What follows belongs to an exercise in optimizing a design on an open flow for small area; a production flow would make more cautious choices.
Function was checked by simulation only, so behaviour that the tests miss may differ from the original.
Power and IR drop assume default switching activity.

==> design/flow/design.v <==
`timescale 1ns / 1ps
module button_debouncer (
    input  clk,
    input  reset,
    input  in,
    output reg state
);
    localparam [7:0] POL = 8'b1010_1010;
    reg  [7:0] r;                        
    wire [7:0] c = r ^ POL;              
    wire diff = in ^ state;
    wire term = (c & 8'hF5) == 8'h00;
    wire run  = ~reset & diff & ~term;
    wire [7:0] nc = run ? {c[6:0], c[2] ^ c[7]} : 8'h04;
    always @(posedge clk) begin
        r <= nc ^ POL;
        if (reset)
            state <= 1'b0;
        else if (diff && term)
            state <= in;
    end
endmodule
`timescale 1ns / 1ps
module parking_meter_top(
    input clk,
    input reset,
    input buttonU, buttonL, buttonR, buttonD,
    input switch0, switch1,
    output [3:0] an,
    output [6:0] sseg
);
    wire dU, dL, dR, dD, dS0, dS1;
    button_debouncer db0 (.clk(clk), .reset(reset), .in(buttonU), .state(dU));
    button_debouncer db1 (.clk(clk), .reset(reset), .in(buttonL), .state(dL));
    button_debouncer db2 (.clk(clk), .reset(reset), .in(buttonR), .state(dR));
    button_debouncer db3 (.clk(clk), .reset(reset), .in(buttonD), .state(dD));
    button_debouncer db4 (.clk(clk), .reset(reset), .in(switch0), .state(dS0));
    button_debouncer db5 (.clk(clk), .reset(reset), .in(switch1), .state(dS1));
    reg [13:0] E;
    wire wrap    = (E == 14'd12799);
    wire tick    = (E == 14'd8);
    wire fast_ev = (E == 14'd7) || (E == 14'd6407);
    wire go      = (E == 14'd82);
    wire stop    = (E == 14'd143);
    wire rot     = (E[3:0] == 4'd15);
    wire [1:0] sel = E[5:4];
    always @(posedge clk) begin
        if (reset)
            E <= 14'd8;
        else if (wrap)
            E <= 14'd0;
        else
            E <= E + 1'b1;
    end
    reg [15:0] R;
    wire [3:0] r0 = R[3:0], r1 = R[7:4], r2 = R[11:8], r3 = R[15:12];
    wire zero = ~|R;
    wire       nz  = dU | dL | dR | dD;
    wire [1:0] idx = dD ? 2'd3 : dR ? 2'd2 : dL ? 2'd1 : 2'd0;
    reg  [1:0] prev_idx;
    reg        prev_nz;
    reg        pend;
    localparam M_ZERO = 3'd0, M_9999 = 3'd1, M_0010 = 3'd2, M_0180 = 3'd3,
               M_0200 = 3'd4, M_0550 = 3'd5, M_0205 = 3'd6;
    reg  [3:0] op;
    reg        carry;
    reg        active;
    wire n9_3 = r3[3] & r3[0];
    wire n9_2 = r2[3] & r2[0];
    wire n9_1 = r1[3] & r1[0];
    reg  sat;
    always @(*) begin
        case (prev_idx)
            2'd0: sat = n9_3 & n9_2 & n9_1;                                    
            2'd1: sat = n9_3 & (n9_2 | (r2[3] & (r1[3] | r1[2] | r1[1])));     
            2'd2: sat = n9_3 & r2[3];                                          
            default: sat = n9_3 & (r2[3] | (r2[2] & (r2[1] | r2[0])) |
                                   (r2 == 4'd4 & (r1[3] | (r1[2] & (r1[1] | r1[0])))));  
        endcase
    end
    reg [3:0] op_next;
    always @(*) begin
        if (dS1)        op_next = {1'b1, M_0205};
        else if (dS0)   op_next = {1'b1, M_0010};
        else if (pend)  op_next = sat ? {1'b1, M_9999} : {1'b0, 3'd2 + {1'b0, prev_idx}};
        else if (zero)  op_next = {1'b0, M_ZERO};
        else            op_next = {1'b0, M_9999};
    end
    always @(posedge clk) begin
        if (reset)
            pend <= 1'b0;
        else if (tick)
            pend <= nz & (~prev_nz | (idx != prev_idx));
        if (tick) begin
            prev_nz  <= nz;
            prev_idx <= idx;
            op       <= op_next;
        end
    end
    reg [3:0] a;
    always @(*) begin
        case (op[2:0])
            M_9999: a = 4'd9;
            M_0010: a = (sel == 2'd1) ? 4'd1 : 4'd0;
            M_0180: a = (sel == 2'd1) ? 4'd8 : (sel == 2'd2) ? 4'd1 : 4'd0;
            M_0200: a = (sel == 2'd2) ? 4'd2 : 4'd0;
            M_0550: a = (sel == 2'd1 || sel == 2'd2) ? 4'd5 : 4'd0;
            M_0205: a = (sel == 2'd0) ? 4'd5 : (sel == 2'd2) ? 4'd2 : 4'd0;
            default: a = 4'd0;
        endcase
    end
    wire [3:0] x    = op[3] ? 4'd0 : r0;
    wire       cin  = carry & (sel != 2'd0);
    wire [4:0] sum  = x + a + cin;
    wire       cout = (sum > 5'd9);
    wire [3:0] sumd = cout ? sum[3:0] + 4'd6 : sum[3:0];
    wire [3:0] dig  = active ? sumd : r0;
    always @(posedge clk) begin
        if (reset) begin
            R <= 16'h0000;
        end else if (rot) begin
            R <= {dig, R[15:4]};
        end
        if (reset)
            active <= 1'b0;
        else if (go)
            active <= 1'b1;
        else if (stop)
            active <= 1'b0;
        if (tick)
            carry <= ~dS1 & ~dS0 & ~pend & (r0 != 4'd0);
        else if (rot & active)
            carry <= cout;
    end
    reg flash_slow, flash_fast;
    always @(posedge clk) begin
        if (reset)
            flash_slow <= 1'b0;
        else if (tick)
            flash_slow <= (r3 == 0 && r2 < 2 && !zero) ? ~flash_slow : 1'b0;
        if (reset)
            flash_fast <= 1'b0;
        else if (fast_ev)
            flash_fast <= zero ? ~flash_fast : 1'b0;
    end
    reg [6:0] seg;
    always @(*) begin
        case (dig)
            4'd0: seg = 7'b1000000;
            4'd1: seg = 7'b1111001;
            4'd2: seg = 7'b0100100;
            4'd3: seg = 7'b0110000;
            4'd4: seg = 7'b0011001;
            4'd5: seg = 7'b0010010;
            4'd6: seg = 7'b0000010;
            4'd7: seg = 7'b1111000;
            4'd8: seg = 7'b0000000;
            4'd9: seg = 7'b0010000;
            default: seg = 7'b1111111;
        endcase
    end
    assign sseg = (flash_fast | flash_slow) ? 7'b1111111 : seg;
    assign an   = ~(4'b0001 << sel);
endmodule
==> design/flow/run.sh <==
#!/bin/bash
# synth_recipe.tcl (not shown) runs the flow's synth.tcl, then flattens the netlist and writes it again
# the make line also repeats each setting of config.mk as NAME=value (left out here)
make -C /OpenROAD-flow-scripts/flow DESIGN_CONFIG=/design/flow/config.mk WORK_HOME=/design/flow/orfs CLKGATE_MAP_FILE= SYNTH_SCRIPT=/design/flow/synth_recipe.tcl finish
==> design/flow/config.mk <==
export PLATFORM = sky130hd
export DESIGN_NAME = parking_meter_top
export DESIGN_NICKNAME = parking_meter_top
export VERILOG_FILES = /design/flow/design.v
export SDC_FILE = /design/flow/constraint.sdc
export NUM_CORES = 4
export LEC_CHECK = 0
export CAP_MARGIN = 20
export CORE_MARGIN = 2
export CORE_UTILIZATION = 40
export SLEW_MARGIN = 20
==> design/flow/constraint.sdc <==
create_clock -name core_clock -period 10.0 [get_ports {clk}]
set_input_delay 2.0000 -clock core_clock [delete_from_list [all_inputs] [get_ports {clk}]]
set_output_delay 2.0000 -clock core_clock [all_outputs]
set_load 0.01 [all_outputs]
==> run summary <==
-- flip-flops by register name (all words and copies together), names as in the netlist --
| name | count |
|---|---|
| db1.r | 8 |
| db4.state | 1 |
| db5.r | 8 |
| db0.state | 1 |
| R | 16 |
| db3.state | 1 |
| prev_idx | 2 |
| flash_fast | 1 |
| carry | 1 |
| db4.r | 8 |
| op | 4 |
| prev_nz | 1 |
| db3.r | 8 |
| db1.state | 1 |
| E | 14 |
| db5.state | 1 |
| db2.r | 8 |
| db2.state | 1 |
| db0.r | 8 |
| pend | 1 |
| flash_slow | 1 |
| active | 1 |
-- per-stage QoR --
step	power, uW	util [%]	instance area (um^2)	hold slack [ns]
finish	773	45.7	4890	0.370
global route	810	45.7	4890	0.395
CTS	783	45.7	4890	0.375
detailed placement	505	43.6	4660	0.353
global placement	503	43.6	4660	0.347
floorplan	485	-	4340	0.343
-- kinds of logic after synthesis --
group	after synthesis	synth area share, %
AOI/OAI and AO/OA	73	11.9
xor gates and xnor gates	30	6.22
adders and majority gates	21	6.40
buffers and inverters	36	3.11
DFF	96	46.1
muxes	9	2.45
and+or+nand+nor	212	23.8
-- final cells by class --
type / count / area (um^2)
Clock buffer: 11 / 174
Clock inverter: 5 / 57.6
Tap cell: 140 / 175
Fill cell: 1047 / 5810
Inverter: 24 / 90.1
Timing Repair Buffer: 19 / 188
Sequential cell: 96 / 2000
Multi-Input combinational cell: 345 / 2200
-- path summary, 6_finish.rpt --
path / from / to / slack, ns / cells past startpoint
setup / recovery: E[5]$_SDFF_PP0_ / sseg[3] / 2.95 / 19
hold / removal: db1.r[1]$_DFF_P_ / db1.r[2]$_SDFF_PN1_ / 0.37 / 1
setup reg to reg: E[5]$_SDFF_PP0_ / R[13]$_SDFFE_PP0P_ / 6.14 / 16
hold reg to reg: db1.r[1]$_DFF_P_ / db1.r[2]$_SDFF_PN1_ / 0.37 / 1
-- worst register-to-register path, delay by kind of cell, from the launching register on --
| family | cells | cell delay (ns) |
|---|---|---|
| compound gates | 3 | 0.55 |
| fa+ha+maj | 4 | 1.37 |
| buf+inv | 4 | 0.37 |
| flops | 1 | 0.45 |
| simple gates | 5 | 1.03 |
-- per-layer routing --
layer | vias up | routed length, um | global-route usage (%) | part of all wire (%)
li1 | 1664 | - | - | -
met1 | 1492 | 3970 | 19.0 | 50
met2 | 31 | 3660 | 24.6 | 46
met3 | 10 | 194 | 2.71 | 2.4
met4 | 0 | 116 | 5.77 | 1.5
met5 | - | 0 | 0 | 0
-- cells in the mapped netlist, drive strengths merged (5+ instances only) --
master | instances | area [um^2]
dfxtp | 88 | 1760
nand2 | 76 | 288
nor2 | 51 | 191
a21oi | 30 | 154
inv | 24 | 90.1
ha | 19 | 238
xor2 | 18 | 165
nor2b | 16 | 100
nor3 | 12 | 60.1
xnor2 | 12 | 105
o21ai | 11 | 55.1
clkbuf | 10 | 37.5
nand3 | 9 | 45.0
edfxtp | 8 | 240
mux2i | 8 | 80.1
nand2b | 7 | 43.8
nand3b | 7 | 52.6
nor4b | 7 | 61.3
a211oi | 6 | 45.0
a31oi | 6 | 58.8
a21o | 5 | 37.5
and3 | 5 | 31.3
-- layout by cell type (no fill, tap or decap), drive strengths merged, types with 4 or more instances in the layout --
cell type / count
xor2: 18
a31oi: 6
nor4b: 7
o21ai: 11
mux2i: 8
and2: 4
nand3b: 7
nor2: 51
xnor2: 12
inv: 25
dfxtp: 88
a21oi: 30
nand2: 76
ha: 19
clkdlybuf4s50: 18
or4: 4
and3: 5
nand3: 9
a211oi: 6
nor3: 12
nand2b: 7
edfxtp: 8
clkbuf: 11
nor2b: 16
a21o: 5
-- where the power goes --
group	switching, uW	total [uW]	internal, uW
Clock	131	277	146
Combinational	41.2	74.3	33.0
Sequential	14.1	421	407
==> run summary <==
- The flow ran to the end and the layout has no timing, DRC or antenna violations.
- The highest cell delay on the worst timing path is 0.61 ns.
- At the worst endpoint, the arrival time is 5.05 ns.
- Dividing the synthesized area by the synthesized cell count gives 9.10 um^2.
- The number of pins exceeding their max-slew limit in the final report is 0.
- The setup fix buffers added after clock tree synthesis is 0.
- The final routed DRC violation total is 0.
- Traced cell by cell, the critical path runs through inv_1, ha_1, nand3b_1, o21ai_0, and2_1, nor2_1, fa_1, inv_1, fa_1, inv_1, ha_1, a22o_1, or4_1, nand3_1, inv_2, ha_1, a2111oi_4, a21oi_1, clkdlybuf4s50_1.
- The area of the mapped netlist is 4340 um^2.
- The floorplan step set the die height to 108 um.
- The part of the cycle the worst path needs is 70.5%.
- Prior to clock tree synthesis, the placed netlist has a worst setup slack of 3.37 ns.
- The number of different library cells in the post-synthesis netlist is 55.
- The number of antenna repair diodes is 0.
- The core area is 10700 um^2.
- The fraction of final layout cells with drive strength greater than 1 is 5.60%.
- The initial antenna violation count was 0.
- The number of flops mapped to enable cells by yosys is 8.
- The number of warning messages in the yosys log is 2.
- The tree is rooted in a clkbuf_8.
- After detailed routing, the total wire length is 7.94 mm.
- The routed via count divided by cell count is 5.00.
- The length of the first detailed-routing pass in iterations is 4.
- Input and output buffers added on the ports amount to 18.
- Setup repair after global routing left no endpoint under its margin.
- The number of setup violations in the final report is 0.
- The static leakage is 0.00190 uW.
- Clock-pin slew was measured on the worst setup and hold paths at 0.09 ns.
- 19 I/O pins were placed.
- TritonCTS built the clock tree.
- CTS built an H-tree with a depth of 3.
- The sequential-to-total area share from yosys stat is 46.1%.
- The floorplan step set the die width to 108 um.
- Compared with the post-synthesis result, the final layout area differs by 12.7%.
- The total global-route track usage is 14.8%.
- The number of CTS-inserted buffers is 9.
- Together, buffers and inverters on the worst path number 5.
- The category of the worst setup path capture point is a primary output.
- In this run the worst hold path is classified as flip-flop to flip-flop.
- The critical path is of the flip-flop to primary output type.
- The number of global-route vias before repair came to 3136.
- The detail-routed net length per standard cell is 12.4 um.
- Detailed placement finished with a half-perimeter wire length of 5.86 mm.
- The worst path in the final design needs a cycle of 7.05 ns, including I/O delays and setup.
- The initial core utilization is 40.6%.
- The worst setup slack after layout is 2.95 ns.
- The post-layout net count is 524.
- The required arrival time at the worst endpoint is 8.00 ns.
- The worst setup path is launched from a flip-flop.
- In the final timing run, aggregate negative setup slack is 0 ns.
- The post-CTS resize count is 0.
- In this run the deepest clock path goes through 2 buffers.
- The clock net sink count is 96.
- For this block, the via count after detailed routing is 3197.
- The actual slew at the worst max-slew pin is 0.746 ns.
- VDD sags by at most 0.000102 V.
- The routability congestion estimate is 0.823.
- The residual antenna-violating net count after detailed routing is 0.
- The number of design-rule violations left by the first detailed-router iteration is 195.
- Global routing finished with a remaining overflow of 0.
- In this run, synthesis produced a sequential element count of 96.
- Based on the critical path, the design can be clocked at up to 142 MHz.
- The clock latency on the worst-skew pair is 0.36 ns.
- The count of placed standard cells including taps is 624.
- The first global-routing pass estimated 14.0 mm of wire.
- The die area is 11700 um^2.
- The worst pin sits at a relative slew slack of 50.3%.
- The number of hold violations in the final report is 0.
- The placement row count is 38.
- The number of maximum-capacitance violations is 0.
- The slowest cell on the critical path is fa_1.
- Of all nets on the critical path, the largest fanout is 8.
- The number of hold buffers added after cts is 0.
- The primary flip-flop cell chosen by synthesis mapping is dfxtp_1.
- The pin count of the biggest net entering global routing is 40.
- Leaving out filler cells and counting taps, the final layout contains 640.
- Counting every instance in the synthesized netlist gives 477.
- For this run, asynchronously set or reset flops after synthesis account for 0%.
- The power per unit of standard cell area is 158 nW/um^2.
- Between clock sinks in the finished design, the worst skew comes to 0.00509 ns.
- The net count of the mapped netlist is 506.
- Grouping stages by cell kind, the critical path spends the most delay in adder cells.

[what the ideal ports hide]
How much do the figures lean on ideal ports? The routed layout below was timed once more, with nothing changed but the port constraints. Step 1, drivers: a clkbuf_16 drives clk and a buf_2 each remaining input, both assumed. Step 2 times the ports against the registers' clock, not the clock port: input delays grow and output delays shrink by t, the midpoint of the rising clock arrivals with the driver on. Three values: ideal, step 1, step 2; two values: the first two.
shift t [ns]: 0.389
slack for setup (ns): 2.950 / 2.916 / 3.304
worst setup path after step 2: register to output
worst slew at a driven data input, ns: 0.03
pins driven straight from the clock port: 1
After both steps setup and hold are still met in this run. The setup slack of this run moves by -0.034 ns with the drivers and by +0.354 ns with both steps.
